This design comes from an exercise in tuning for small area on the open sky130 flow, not from production work. In this exercise RTL edits were held to simulation tests only and were not proved equivalent to the original. Power and IR drop assume default switching activity.

==> cedar <==
==> flow/design.v <==
`default_nettype none
module debounce (
    input  logic clock,
    input  logic reset,
    input  logic btn,
    output logic press
);
  logic s1, s2;
  always_ff @(posedge clock) begin
    s1 <= btn;
    s2 <= s1;
  end
  localparam logic [7:0] Z = 8'hf7;
  logic [7:0] y, x, xn;
  assign x = y ^ Z;
  assign press = (x == 8'h7f);
  assign xn = {x[6:0], ~(x[7] ^ x[5] ^ x[4] ^ x[3]) | press};
  always_ff @(posedge clock or posedge reset) begin
    if (reset) y <= 8'h00;
    else if (s2) y <= xn ^ Z;
    else y <= 8'h00;
  end
endmodule
module ChipInterface (
    input  logic clock,
    input  logic reset,
    input  logic [4:0] btn,
    output logic [5:0] led
);
  logic confirm, clear, asel_p, e0, e1;
  debounce d0 (.clock(clock), .reset(reset), .btn(btn[0]), .press(confirm));
  debounce d1 (.clock(clock), .reset(reset), .btn(btn[1]), .press(clear));
  debounce d2 (.clock(clock), .reset(reset), .btn(btn[2]), .press(asel_p));
  debounce d3 (.clock(clock), .reset(reset), .btn(btn[3]), .press(e0));
  debounce d4 (.clock(clock), .reset(reset), .btn(btn[4]), .press(e1));
  typedef enum logic [2:0] {IDLE = 3'b000, TIMEOUT = 3'b001, INPUT = 3'b010, VERIFY = 3'b011,
                            PASS = 3'b100, FAIL = 3'b101, LOCK = 3'b110, ALGO = 3'b111} state_t;
  state_t st, st_n;
  logic [14:0] p, p_n;
  logic [5:0] s, s_n;
  logic p_end, p_zero, clr;
  assign p_end = (p == 15'h77b9);
  assign p_zero = (p == 15'h0000);
  logic chg, chg_n;
  logic [1:0] wr, wr_n;
  logic [2:0] alg, alg_n;
  logic [5:0] otp;
  logic [11:0] ref_pw;
  logic [5:0] o;
  assign o = otp;
  always_comb begin
    case (alg)
      3'd0: begin
        ref_pw[0] = 1'b1;
        ref_pw[1] = (o[0]);
        ref_pw[2] = (o[1]);
        ref_pw[3] = (o[2]);
        ref_pw[4] = (o[3]);
        ref_pw[5] = (o[4]);
        ref_pw[6] = (o[5]);
        ref_pw[7] = 1'b0;
        ref_pw[8] = 1'b0;
        ref_pw[9] = 1'b0;
        ref_pw[10] = 1'b0;
        ref_pw[11] = 1'b0;
      end
      3'd1: begin
        ref_pw[0] = 1'b1;
        ref_pw[1] = 1'b1;
        ref_pw[2] = (o[0]);
        ref_pw[3] = (o[1]);
        ref_pw[4] = (o[2]);
        ref_pw[5] = (~o[3]);
        ref_pw[6] = (o[4]);
        ref_pw[7] = (~o[5]);
        ref_pw[8] = 1'b0;
        ref_pw[9] = 1'b0;
        ref_pw[10] = 1'b0;
        ref_pw[11] = 1'b0;
      end
      3'd2: begin
        ref_pw[0] = (o[0] & ~o[1]) | (~o[0] & o[1]);
        ref_pw[1] = (o[0] & ~o[2]) | (o[1] & ~o[2]) | (~o[0] & ~o[4] & o[5]);
        ref_pw[2] = (o[0] & o[3]) | (~o[0] & ~o[3]) | (~o[1] & ~o[5]);
        ref_pw[3] = (~o[3]) | (o[2] & o[5]) | (o[1] & o[4]);
        ref_pw[4] = (~o[4]) | (o[2] & o[5]) | (~o[0] & ~o[2]);
        ref_pw[5] = (~o[3] & o[5]) | (o[2] & o[3] & ~o[5]);
        ref_pw[6] = (o[3] & o[4]) | (o[4] & ~o[5]) | (o[1] & ~o[2] & ~o[3]);
        ref_pw[7] = (o[4] & o[5]) | (o[3] & o[5]);
        ref_pw[8] = 1'b0;
        ref_pw[9] = 1'b0;
        ref_pw[10] = 1'b0;
        ref_pw[11] = 1'b0;
      end
      3'd3: begin
        ref_pw[0] = (~o[0]);
        ref_pw[1] = (~o[1]);
        ref_pw[2] = (o[0] & o[2]) | (~o[0] & ~o[2]);
        ref_pw[3] = (o[0] & o[3]) | (o[1] & o[3]) | (o[0] & ~o[5]) | (~o[2] & ~o[3] & o[4]);
        ref_pw[4] = (~o[0] & o[1]) | (~o[3] & ~o[4]) | (o[0] & o[2] & o[5]) | (o[1] & o[4]);
        ref_pw[5] = (~o[0] & o[5]) | (o[1] & o[3] & ~o[4]) | (~o[1] & o[2] & o[4]) | (~o[0] & o[1] & o[3]);
        ref_pw[6] = (~o[3] & ~o[4]) | (o[0] & o[3] & o[4]) | (o[2] & ~o[3] & o[5]) | (o[1] & ~o[2] & o[4]);
        ref_pw[7] = (o[1] & o[2]) | (o[2] & ~o[3]) | (~o[1] & ~o[2] & o[3]) | (o[3] & o[4] & o[5]);
        ref_pw[8] = (~o[4]) | (~o[5]) | (~o[2] & ~o[3]);
        ref_pw[9] = 1'b1;
        ref_pw[10] = 1'b1;
        ref_pw[11] = 1'b1;
      end
      3'd4: begin
        ref_pw[0] = (o[0]);
        ref_pw[1] = 1'b0;
        ref_pw[2] = (~o[0] & o[1]);
        ref_pw[3] = (o[0] & o[3]) | (~o[2] & ~o[4]) | (~o[1] & o[2] & ~o[3]);
        ref_pw[4] = (o[0] & o[2] & ~o[3]) | (~o[2] & o[3] & o[5]) | (~o[0] & o[3] & o[5]);
        ref_pw[5] = (~o[3] & o[4]) | (o[0] & o[2] & ~o[4]) | (~o[0] & o[1] & o[4]) | (~o[2] & o[3] & ~o[4]);
        ref_pw[6] = (o[0] & ~o[1]) | (~o[0] & o[1] & o[2]) | (~o[3] & o[5]) | (~o[1] & ~o[2]);
        ref_pw[7] = (~o[1] & o[2] & o[5]) | (~o[0] & o[1] & ~o[5]) | (o[3] & o[4] & o[5]) | (~o[2] & ~o[3] & ~o[4]);
        ref_pw[8] = (o[3] & o[5]) | (~o[0] & ~o[3]) | (o[0] & o[3]) | (~o[2] & ~o[3] & o[4]);
        ref_pw[9] = (o[2] & o[5]) | (o[3] & o[4] & ~o[5]) | (~o[2] & o[3] & ~o[4]);
        ref_pw[10] = (o[3] & o[5]) | (~o[2] & ~o[4]);
        ref_pw[11] = (o[4] & o[5]);
      end
      3'd5: begin
        ref_pw[0] = (~o[0]);
        ref_pw[1] = (o[0] & o[1]) | (~o[0] & ~o[1]);
        ref_pw[2] = (o[0] & ~o[2]) | (o[1] & ~o[2]) | (~o[0] & ~o[4] & o[5]);
        ref_pw[3] = (o[0] & o[3]) | (~o[0] & ~o[3]) | (~o[1] & ~o[5]);
        ref_pw[4] = (~o[3]) | (o[2] & o[5]) | (o[1] & o[4]);
        ref_pw[5] = (~o[4]) | (o[2] & o[5]) | (~o[0] & ~o[2]);
        ref_pw[6] = (o[3] & o[5]) | (~o[0] & o[4] & ~o[5]) | (~o[3] & ~o[5]);
        ref_pw[7] = (o[2] & o[5]) | (o[3] & ~o[4]) | (~o[1] & o[5]) | (~o[4] & ~o[5]);
        ref_pw[8] = (~o[5]) | (~o[3] & ~o[4]);
        ref_pw[9] = 1'b1;
        ref_pw[10] = 1'b0;
        ref_pw[11] = 1'b0;
      end
      3'd6: begin
        ref_pw[0] = (o[3]);
        ref_pw[1] = (~o[4]);
        ref_pw[2] = (o[4] & ~o[5]) | (~o[4] & o[5]);
        ref_pw[3] = (~o[0] & ~o[5]) | (o[0] & o[4] & o[5]) | (~o[0] & ~o[1]);
        ref_pw[4] = (o[0] & o[1]) | (~o[0] & ~o[1]) | (~o[0] & o[5]);
        ref_pw[5] = (o[0] & ~o[2]) | (o[1] & ~o[2]) | (~o[0] & ~o[4] & o[5]);
        ref_pw[6] = (~o[2]) | (~o[0] & ~o[1]);
        ref_pw[7] = (o[2] & o[4]) | (o[2] & ~o[5]) | (o[0] & o[2]);
        ref_pw[8] = 1'b1;
        ref_pw[9] = 1'b0;
        ref_pw[10] = 1'b1;
        ref_pw[11] = 1'b0;
      end
      3'd7: begin
        ref_pw[0] = (o[0]);
        ref_pw[1] = (o[1]);
        ref_pw[2] = (o[2]);
        ref_pw[3] = (o[0] & ~o[3]) | (~o[0] & o[3]);
        ref_pw[4] = (o[0] & ~o[3]) | (~o[1] & ~o[2]) | (~o[4] & ~o[5]) | (o[0] & o[2] & o[5]) | (o[3] & o[4] & o[5]);
        ref_pw[5] = (~o[3] & ~o[4]) | (~o[0] & o[1] & o[3]) | (~o[2] & ~o[3]) | (~o[0] & o[1] & o[5]);
        ref_pw[6] = (~o[0] & ~o[5]) | (o[2] & ~o[3] & o[4]);
        ref_pw[7] = (o[2] & o[5]) | (~o[0] & o[4]) | (~o[1] & ~o[2]) | (~o[2] & o[3] & ~o[4]);
        ref_pw[8] = (o[0] & ~o[1]) | (~o[4] & o[5]) | (o[2] & o[5]);
        ref_pw[9] = (o[3] & o[4] & o[5]);
        ref_pw[10] = 1'b0;
        ref_pw[11] = 1'b0;
      end
    endcase
  end
  logic end6, endl, tmo, any_entry;
  assign end6 = s[2] & s[1] & p_zero;            
  assign tmo = s[5] & s[4] & s[3] & s[1] & s[0] & p_end;   
  always_comb begin
    case (wr)
      2'd1: endl = (s[3:0] == 4'hF) & p_zero;     
      2'd2: endl = (s[4:1] == 4'hF) & p_zero;     
      default: endl = (s[5:2] == 4'hF) & p_zero;  
    endcase
  end
  assign any_entry = asel_p | e0 | e1;
  always_comb begin
    st_n = st;
    chg_n = 1'b0;
    clr = 1'b0;
    wr_n = wr;
    alg_n = alg;
    case (st)
      IDLE: begin
        if (tmo) begin st_n = TIMEOUT; chg_n = 1'b1; clr = 1'b1; end
        else if (any_entry) begin st_n = INPUT; clr = 1'b1; end
      end
      TIMEOUT: st_n = IDLE;
      INPUT: begin
        clr = 1'b1;
        if (confirm) st_n = VERIFY;
      end
      VERIFY: begin
        clr = 1'b1;
        if (p[11:0] == ref_pw) st_n = PASS;
        else begin st_n = FAIL; wr_n = wr + 2'd1; end
      end
      PASS: if (end6) begin
        clr = 1'b1;
        if (s[5]) st_n = ALGO;
        else begin st_n = IDLE; chg_n = 1'b1; end
      end
      ALGO: begin
        clr = 1'b1;
        if (confirm) begin st_n = IDLE; chg_n = 1'b1; end
        else if (clear) alg_n = 3'd0;
        else if (e0) alg_n = {alg[1:0], 1'b0};
        else if (e1) alg_n = {alg[1:0], 1'b1};
      end
      FAIL: if (end6) begin st_n = LOCK; chg_n = 1'b1; clr = 1'b1; end
      LOCK: if (endl) begin st_n = IDLE; chg_n = 1'b1; clr = 1'b1; end
    endcase
  end
  always_comb begin
    if (st == IDLE && !tmo && any_entry) s_n = {asel_p, 5'd0};
    else if (st == INPUT || st == VERIFY) s_n = {s[5], 5'd0};
    else if (clr) s_n = 6'd0;
    else if (p_end) s_n = s + 6'd1;
    else s_n = s;
    if (st == INPUT) begin
      if (confirm) p_n = p;
      else if (clear) p_n = 15'h0000;
      else if (e0) p_n = {p[13:0], 1'b0};
      else if (e1) p_n = {p[13:0], 1'b1};
      else p_n = p;
    end else if (st == IDLE && !tmo && any_entry) begin
      p_n = {14'b0, ~asel_p & ~e0};
    end else if (clr | p_end) begin
      p_n = 15'h0000;
    end else begin
      p_n = {p[13:0], ~(p[14] ^ p[13])};
    end
  end
  always_ff @(posedge clock or posedge reset) begin
    if (reset) begin
      st <= IDLE;
      chg <= 1'b0;
      wr <= 2'd0;
      alg <= 3'd0;
      p <= 15'h0000;
      s <= 6'd0;
      otp <= 6'b101101;
    end else begin
      st <= st_n;
      chg <= chg_n;
      wr <= wr_n;
      alg <= alg_n;
      p <= p_n;
      s <= s_n;
      if (chg) otp <= {otp[4:0], otp[5] ^ otp[3]};
    end
  end
  always_ff @(posedge clock or posedge reset) begin
    if (reset) led <= 6'b0;
    else case (st)
      PASS: led <= 6'b111111;
      ALGO: led <= {3'b0, alg};
      FAIL: led <= s[0] ? 6'b000000 : 6'b111111;
      LOCK: led <= 6'b101010;
      default: led <= otp;
    endcase
  end
endmodule
`default_nettype none
module my_chip (
    input  logic [11:0] io_in,
    output logic [11:0] io_out,
    input  logic clock,
    input  logic reset
);
  logic [5:0] led;
  ChipInterface chipInterface_inst (
      .clock(clock),
      .reset(reset),
      .btn(io_in[4:0]),
      .led(led)
  );
  assign io_out = {6'b0, led};
endmodule
==> flow/flow/run.sh <==
#!/bin/bash
# Layout flow: the standard ORFS flow (standard.sh) with three changes:
#  - synthesis maps logic with an area-oriented ABC script (flow/abc.script) in
#    place of ORFS's abc_speed.script; everything else in ORFS's scripts is unchanged
#  - clock tree synthesis without dummy load cells, using clkbuf_8 buffers
#  - port buffers are inserted as buf_1
set -euo pipefail
rm -rf scripts_mod
cp -r "$FLOW_HOME/scripts" scripts_mod
cp flow/abc.script scripts_mod/abc_speed.script
export SCRIPTS_DIR="$PWD/scripts_mod"
export CTS_ARGS="-sink_clustering_enable -repair_clock_nets -dont_use_dummy_load -buf_list sky130_fd_sc_hd__clkbuf_8 -sink_clustering_size 30 -sink_clustering_max_diameter 100"
export BUFFER_PORTS_ARGS="-buffer_cell sky130_fd_sc_hd__buf_1"
bash standard.sh > standard.log 2>&1
==> flow/flow/abc.script <==
strash
dc2
balance; rewrite; refactor; balance; rewrite; rewrite -z; balance; refactor -z; rewrite -z; balance
dc2
balance; rewrite; refactor; balance; rewrite; rewrite -z; balance; refactor -z; rewrite -z; balance
&get -n
&dch -f
&nf -R 1000 -p
&put
topo
==> flow/standard.sh <==
#!/bin/bash
# synth_recipe.tcl (not shown) runs the flow's synth.tcl, then flattens the netlist and writes it again
# the make line also repeats each setting of config.mk as NAME=value (left out here)
make -C /OpenROAD-flow-scripts/flow DESIGN_CONFIG=/design/flow/config.mk WORK_HOME=/design/flow/orfs CLKGATE_MAP_FILE= SYNTH_SCRIPT=/design/flow/synth_recipe.tcl "${@:-finish}"
==> flow/config.mk <==
export PLATFORM = sky130hd
export DESIGN_NAME = my_chip
export DESIGN_NICKNAME = my_chip
export VERILOG_FILES = /design/flow/design.v
export SDC_FILE = /design/flow/constraint.sdc
export NUM_CORES = 4
export LEC_CHECK = 0
export CAP_MARGIN = 20
export CORE_MARGIN = 2
export CORE_UTILIZATION = 40
export SLEW_MARGIN = 20
==> flow/constraint.sdc <==
create_clock -name core_clock -period 10.0 [get_ports {clock}]
set_input_delay 2.0000 -clock core_clock [delete_from_list [all_inputs] [get_ports {clock}]]
set_output_delay 2.0000 -clock core_clock [all_outputs]
set_load 0.01 [all_outputs]
==> juniper (differences from cedar) <==
==> flow/design.v, changed modules only <==
module debounce (
    input  logic clock,
    input  logic reset,
    input  logic btn,
    output logic press
);
  logic s1, s2;
  always_ff @(posedge clock) begin
    s1 <= btn;
    s2 <= s1;
  end
  localparam logic [7:0] Z = 8'hf0;
  logic [7:0] y, x, xn;
  assign x = y ^ Z;
  assign press = (x == 8'h7f);
  assign xn = {x[6:0], ~(x[7] ^ (x[0] & x[4])) | press};
  always_ff @(posedge clock or posedge reset) begin
    if (reset) y <= 8'h00;
    else if (s2) y <= xn ^ Z;
    else y <= 8'h00;
  end
endmodule
==> flow/flow/run.sh (replaced) <==
#!/bin/bash
# Layout flow: the standard ORFS flow (standard.sh) with three changes:
#  - synthesis maps logic with an area-oriented ABC script (flow/abc.script) in
#    place of ORFS's abc_speed.script; everything else in ORFS's scripts is unchanged
#  - no half/full adder extraction before ABC (ADDER_MAP_FILE empty)
#  - clock tree synthesis without dummy load cells, using clkbuf_8 buffers
#  - port buffers are inserted as buf_1
set -euo pipefail
rm -rf scripts_mod
cp -r "$FLOW_HOME/scripts" scripts_mod
cp flow/abc.script scripts_mod/abc_speed.script
export SCRIPTS_DIR="$PWD/scripts_mod"
export ADDER_MAP_FILE=
export CTS_ARGS="-sink_clustering_enable -repair_clock_nets -dont_use_dummy_load -buf_list sky130_fd_sc_hd__clkbuf_8 -sink_clustering_size 30 -sink_clustering_max_diameter 100"
export BUFFER_PORTS_ARGS="-buffer_cell sky130_fd_sc_hd__buf_1"
bash standard.sh > standard.log 2>&1
==> maple (differences from cedar) <==
--- a/flow/design.v
+++ b/flow/design.v
@@ -1,7 +1,7 @@
 `default_nettype none
 module debounce (
     input  logic clock,
-    input  logic reset,
+    input  logic rst_pending,   
     input  logic btn,
     output logic press
 );
@@ -10,15 +10,19 @@
     s1 <= btn;
     s2 <= s1;
   end
-  localparam logic [7:0] Z = 8'hf7;
+  localparam logic [7:0] Z = 8'hf0;
+  localparam logic [7:0] C = 8'haa;
+  localparam logic [7:0] SZ = 8'he0;   
   logic [7:0] y, x, xn;
-  assign x = y ^ Z;
-  assign press = (x == 8'h7f);
-  assign xn = {x[6:0], ~(x[7] ^ x[5] ^ x[4] ^ x[3]) | press};
-  always_ff @(posedge clock or posedge reset) begin
-    if (reset) y <= 8'h00;
-    else if (s2) y <= xn ^ Z;
-    else y <= 8'h00;
+  logic fresh;
+  assign x = y ^ C;
+  assign fresh = (x == 8'h7f);
+  assign press = fresh & ~rst_pending;
+  assign xn = {x[6:0], ~(x[7] ^ (x[0] & x[4])) | fresh};
+  always_ff @(posedge clock) begin
+    if (s2 & ~rst_pending) y <= xn ^ C;
+    else if (s2) y <= SZ ^ C;
+    else y <= Z ^ C;
   end
 endmodule
 module ChipInterface (
@@ -27,18 +31,27 @@
     input  logic [4:0] btn,
     output logic [5:0] led
 );
+  logic rst_pending;
+  always_ff @(posedge clock or posedge reset) begin
+    if (reset) rst_pending <= 1'b1;
+    else rst_pending <= 1'b0;
+  end
   logic confirm, clear, asel_p, e0, e1;
-  debounce d0 (.clock(clock), .reset(reset), .btn(btn[0]), .press(confirm));
-  debounce d1 (.clock(clock), .reset(reset), .btn(btn[1]), .press(clear));
-  debounce d2 (.clock(clock), .reset(reset), .btn(btn[2]), .press(asel_p));
-  debounce d3 (.clock(clock), .reset(reset), .btn(btn[3]), .press(e0));
-  debounce d4 (.clock(clock), .reset(reset), .btn(btn[4]), .press(e1));
+  debounce d0 (.clock(clock), .rst_pending(rst_pending), .btn(btn[0]), .press(confirm));
+  debounce d1 (.clock(clock), .rst_pending(rst_pending), .btn(btn[1]), .press(clear));
+  debounce d2 (.clock(clock), .rst_pending(rst_pending), .btn(btn[2]), .press(asel_p));
+  debounce d3 (.clock(clock), .rst_pending(rst_pending), .btn(btn[3]), .press(e0));
+  debounce d4 (.clock(clock), .rst_pending(rst_pending), .btn(btn[4]), .press(e1));
   typedef enum logic [2:0] {IDLE = 3'b000, TIMEOUT = 3'b001, INPUT = 3'b010, VERIFY = 3'b011,
                             PASS = 3'b100, FAIL = 3'b101, LOCK = 3'b110, ALGO = 3'b111} state_t;
   state_t st, st_n;
   logic [14:0] p, p_n;
   logic [5:0] s, s_n;
   logic p_end, p_zero, clr;
+  always_ff @(posedge clock) begin
+    p <= p_n;
+    s <= s_n;
+  end
   assign p_end = (p == 15'h77b9);
   assign p_zero = (p == 15'h0000);
   logic chg, chg_n;
@@ -166,7 +179,7 @@
   end
   logic end6, endl, tmo, any_entry;
   assign end6 = s[2] & s[1] & p_zero;            
-  assign tmo = s[5] & s[4] & s[3] & s[1] & s[0] & p_end;   
+  assign tmo = ~rst_pending & s[5] & s[4] & s[3] & s[1] & s[0] & p_end;   
   always_comb begin
     case (wr)
       2'd1: endl = (s[3:0] == 4'hF) & p_zero;     
@@ -213,12 +226,15 @@
     endcase
   end
   always_comb begin
-    if (st == IDLE && !tmo && any_entry) s_n = {asel_p, 5'd0};
+    if (rst_pending) s_n = 6'd0;
+    else if (st == IDLE && !tmo && any_entry) s_n = {asel_p, 5'd0};
     else if (st == INPUT || st == VERIFY) s_n = {s[5], 5'd0};
     else if (clr) s_n = 6'd0;
     else if (p_end) s_n = s + 6'd1;
     else s_n = s;
-    if (st == INPUT) begin
+    if (rst_pending) begin
+      p_n = 15'h0001;   
+    end else if (st == INPUT) begin
       if (confirm) p_n = p;
       else if (clear) p_n = 15'h0000;
       else if (e0) p_n = {p[13:0], 1'b0};
@@ -238,16 +254,12 @@
       chg <= 1'b0;
       wr <= 2'd0;
       alg <= 3'd0;
-      p <= 15'h0000;
-      s <= 6'd0;
       otp <= 6'b101101;
     end else begin
       st <= st_n;
       chg <= chg_n;
       wr <= wr_n;
       alg <= alg_n;
-      p <= p_n;
-      s <= s_n;
       if (chg) otp <= {otp[4:0], otp[5] ^ otp[3]};
     end
   end
==> flow/flow/run.sh (replaced) <==
#!/bin/bash
# Layout flow: the standard ORFS flow (standard.sh) with these changes:
#  - synthesis maps logic with an area-oriented ABC script (flow/abc.script,
#    which includes a time-limited &deepsyn) in place of ORFS's abc_speed.script;
#    everything else in ORFS's scripts is unchanged
#  - no half/full adder extraction before ABC (ADDER_MAP_FILE empty)
#  - clock tree synthesis without dummy load cells, using clkbuf_8 buffers
#  - port buffers are inserted as buf_1
# Each tool's output is in standard.log and in ORFS's logs under orfs/logs.
set -euo pipefail
rm -rf scripts_mod
cp -r "$FLOW_HOME/scripts" scripts_mod
cp flow/abc.script scripts_mod/abc_speed.script
export SCRIPTS_DIR="$PWD/scripts_mod"
export ADDER_MAP_FILE=
export CTS_ARGS="-sink_clustering_enable -repair_clock_nets -dont_use_dummy_load -buf_list sky130_fd_sc_hd__clkbuf_8 -sink_clustering_size 30 -sink_clustering_max_diameter 100"
export BUFFER_PORTS_ARGS="-buffer_cell sky130_fd_sc_hd__buf_1"
bash standard.sh > standard.log 2>&1
==> flow/flow/abc.script (replaced) <==
strash
dc2
balance; rewrite; refactor; balance; rewrite; rewrite -z; balance; refactor -z; rewrite -z; balance
&get -n
&deepsyn -T 200
&dch -f
&nf -R 1000 -p
&put
topo
CORE_UTILIZATION = 70   (was 40)
PLACE_DENSITY = 0.8   (was default)
==> umber (differences from cedar) <==
--- a/flow/design.v
+++ b/flow/design.v
@@ -41,6 +41,7 @@
   logic p_end, p_zero, clr;
   assign p_end = (p == 15'h77b9);
   assign p_zero = (p == 15'h0000);
+  logic asel, asel_n;           
   logic chg, chg_n;
   logic [1:0] wr, wr_n;
   logic [2:0] alg, alg_n;
@@ -198,7 +199,7 @@
       end
       PASS: if (end6) begin
         clr = 1'b1;
-        if (s[5]) st_n = ALGO;
+        if (asel) st_n = ALGO;
         else begin st_n = IDLE; chg_n = 1'b1; end
       end
       ALGO: begin
@@ -213,11 +214,9 @@
     endcase
   end
   always_comb begin
-    if (st == IDLE && !tmo && any_entry) s_n = {asel_p, 5'd0};
-    else if (st == INPUT || st == VERIFY) s_n = {s[5], 5'd0};
-    else if (clr) s_n = 6'd0;
+    s_n = s;
+    if (clr) s_n = 6'd0;
     else if (p_end) s_n = s + 6'd1;
-    else s_n = s;
     if (st == INPUT) begin
       if (confirm) p_n = p;
       else if (clear) p_n = 15'h0000;
@@ -232,6 +231,8 @@
       p_n = {p[13:0], ~(p[14] ^ p[13])};
     end
   end
+  assign asel_n = (st == IDLE) ? asel_p : asel;
+  always_ff @(posedge clock) asel <= asel_n;
   always_ff @(posedge clock or posedge reset) begin
     if (reset) begin
       st <= IDLE;
==> flow/flow/abc.script (replaced) <==
strash
dc2
balance; rewrite; refactor; balance; rewrite; rewrite -z; balance; refactor -z; rewrite -z; balance
&get -n
&deepsyn -T 60
&put
dch -f
map -a
topo
==> run summary <==
Of maple and juniper, maple has the higher clock skew (gap 0.0037 ns). Die area, highest first: umber, cedar, juniper, maple. Between cedar and maple, the lower register-to-register slack is in cedar (gap 0.35 ns). In cedar the wire length is larger than in juniper, by 3.6%. In clock power, cedar and umber hardly differ.

## re-timing with driven ports
How much do the figures lean on ideal ports? The routed layouts below were timed once more, with nothing changed but the port constraints. Step 1 sets driving cells, clkbuf_16 on the clock port and buf_2 on the other inputs (assumed; they add their load-dependent delay and slew). Step 2 times the ports against the registers' clock, not the clock port: input delays grow and output delays shrink by t, the midpoint of the rising clock arrivals with the driver on. a / b / c = no drivers / after step 1 / after step 2; a / b = the first two.
run	t, ns	slack for setup (ns)	slew at the worst register clock pin (ns)
cedar	0.372	5.731 / 5.731 / 5.731	0.09 / 0.09
juniper	0.367	6.416 / 6.416 / 6.416	0.08 / 0.08
maple	0.364	6.079 / 6.079 / 6.079	0.09 / 0.09
umber	0.377	5.985 / 5.985 / 5.985	0.09 / 0.09
After both steps setup and hold are still met in every run listed.
